What follows belongs to an exercise in optimizing a design on an open flow for small area; a production flow would make more cautious choices. Only simulation tests tie the RTL to the original design; equivalence was not proved.

==> inputs of 05-25 <==
## FIR_pipeline
module FIR_pipeline #(
   parameter N_taps = 33
)(
   input  clk,
   input  reset_n,
   input  [23:0] data_in,
   output [23:0] data_out
);
clock: 13.0 ns
lec_check: 0
cap_margin: 20
core_margin: 2
core_utilization: 60
cts_buf_list: sky130_fd_sc_hd__clkbuf_16
cts_cluster_diameter: 100
cts_cluster_size: 25
gpl_timing_driven: 0
slew_margin: 20
synth_hierarchical: 1
synth_minimum_keep_size: 0
run.sh (not shown) runs the stock make flow with config.mk's settings and CLKGATE_MAP_FILE= SYNTH_SCRIPT=/design/flow/synth_recipe.tcl, a recipe that flattens the netlist after the stock synthesis.
==> 08-17 (differences from 05-25) <==
==> flow/flow/run.sh (new file) <==
#!/bin/bash
set -euo pipefail
cat >> config.mk <<'EOT'
export BUFFER_PORTS_ARGS = -buffer_cell sky130_fd_sc_hd__buf_2
export CTS_ARGS = -sink_clustering_enable -repair_clock_nets -dont_use_dummy_load -sink_clustering_size 25 -sink_clustering_max_diameter 100 -buf_list sky130_fd_sc_hd__clkbuf_16
EOT
bash standard.sh > standard.log 2>&1
==> flow/standard.sh (new file) <==
#!/bin/bash
# synth_recipe.tcl (not shown) runs the flow's synth.tcl, then flattens the netlist and writes it again
# the make line also repeats each setting of config.mk as NAME=value (left out here)
make -C /OpenROAD-flow-scripts/flow DESIGN_CONFIG=/design/flow/config.mk WORK_HOME=/design/flow/orfs CLKGATE_MAP_FILE= SYNTH_SCRIPT=/design/flow/synth_recipe.tcl "${@:-finish}"
BUFFER_PORTS_ARGS = -buffer_cell sky130_fd_sc_hd__buf_2   (was not set)
CORE_UTILIZATION = 70   (was 60)
CTS_ARGS = -sink_clustering_enable -repair_clock_nets -dont_use_dummy_load -sink_clustering_size 25 -sink_clustering_max_diameter 100 -buf_list sky130_fd_sc_hd__clkbuf_16   (was not set)
removed: flow/run.sh
==> 05-09 (differences from 05-25) <==
==> flow/flow/run.sh (new file) <==
#!/bin/bash
set -euo pipefail
cat >> config.mk <<'EOT'
export BUFFER_PORTS_ARGS = -buffer_cell sky130_fd_sc_hd__buf_2
export CTS_ARGS = -sink_clustering_enable -repair_clock_nets -dont_use_dummy_load -sink_clustering_size 25 -sink_clustering_max_diameter 100 -buf_list sky130_fd_sc_hd__clkbuf_16
EOT
bash standard.sh > standard.log 2>&1
==> flow/standard.sh (new file) <==
#!/bin/bash
# synth_recipe.tcl (not shown) runs the flow's synth.tcl, then flattens the netlist and writes it again
# the make line also repeats each setting of config.mk as NAME=value (left out here)
make -C /OpenROAD-flow-scripts/flow DESIGN_CONFIG=/design/flow/config.mk WORK_HOME=/design/flow/orfs CLKGATE_MAP_FILE= SYNTH_SCRIPT=/design/flow/synth_recipe.tcl "${@:-finish}"
BUFFER_PORTS_ARGS = -buffer_cell sky130_fd_sc_hd__buf_2   (was not set)
CTS_ARGS = -sink_clustering_enable -repair_clock_nets -dont_use_dummy_load -sink_clustering_size 25 -sink_clustering_max_diameter 100 -buf_list sky130_fd_sc_hd__clkbuf_16   (was not set)
removed: flow/run.sh
==> results.toml <==
[final_layout]
final-nonclk-buf-share = 0.00643
sh_seq_area = 0.281

[critical_path]
arrival_ns = 13.03
cp.required_ns = 13.49
slowest_delay_ns = 0.87
cp.depth = 26
startpoint = "h25[12]"

[global_routing]
met2_usage = 0.730
grtUsageMet3 = 0.190

[outcome]
outcome = "finished clean"

[routing]
wirelength_um = 236000

[sta]
fin_crit_ns = 12.55

[floorplanning]
dieHeight_um = 322
# the run above: 08-17

==> results.toml <==
[outcome]
outcome = "finished clean"

[critical_path]
slowest_delay_ns = 0.93
cp.depth = 27
cp.required_ns = 13.48
arrival_ns = 12.94
startpoint = "h16[10]"

[floorplanning]
dieHeight_um = 347

[final_layout]
sh_seq_area = 0.280
stdcell_count = 5329
final-nonclk-buf-share = 0.00641
n_all_inverters = 316

[global_routing]
grt_max_degree = 118
grtUsageMet3 = 0.107

[synth]
synth_compound_area_frac = 0.00386

[routing]
wirelength_um = 239000
# the run above: 05-09

==> results.toml <==
[final_layout]
final-nonclk-buf-share = 0.00958
stdcell_count = 5348
sh_seq_area = 0.278
final_common_cell = "fa_1"

[global_routing]
met2_usage = 0.647
grtUsageMet3 = 0.112

[outcome]
outcome = "finished clean"

[critical_path]
cp.required_ns = 13.52
cp.depth = 27
reg2reg_slack_ns = 0.52
startpoint = "h16[10]"
arrival_ns = 13.01

[sta]
fin_crit_ns = 12.48

[floorplanning]
dieHeight_um = 347

[clock_network]
clock-root-buffer = "clkbuf_16"

[hold_path]
holdPathStages = 0

[flow_run]
max_cap_violations = 0
# the run above: 05-25

==> static timing again, ports no longer ideal <==
The flow's constraints put no driver on any port. The routed layouts listed below were extracted and timed again, unchanged, in two steps.
Step 1: set_driving_cell puts a clkbuf_16 on clk and a buf_2 on each other input, an assumption about the parent block.
Step 2 times the ports against the registers' clock, not the clock port: input delays grow and output delays shrink by t, the midpoint of the rising clock arrivals with the driver on.
Three values: no drivers, after step 1, after step 2; two values: the first two.
| run | t (ns) | slack for setup (ns) | worst hold slack (ns) | cell pins on the clock port's net |
|---|---|---|---|---|
| 05-25 | 0.746 | 0.519 / 0.519 / 0.519 | 0.365 / 0.365 / 0.365 | 1 |
| 08-17 | 0.739 | 0.452 / 0.452 / 0.452 | 0.351 / 0.351 / 0.351 | 1 |
| 05-09 | 0.720 | 0.537 / 0.537 / 0.537 | 0.342 / 0.342 / 0.342 | 1 |
After both steps every run listed still meets setup and hold.
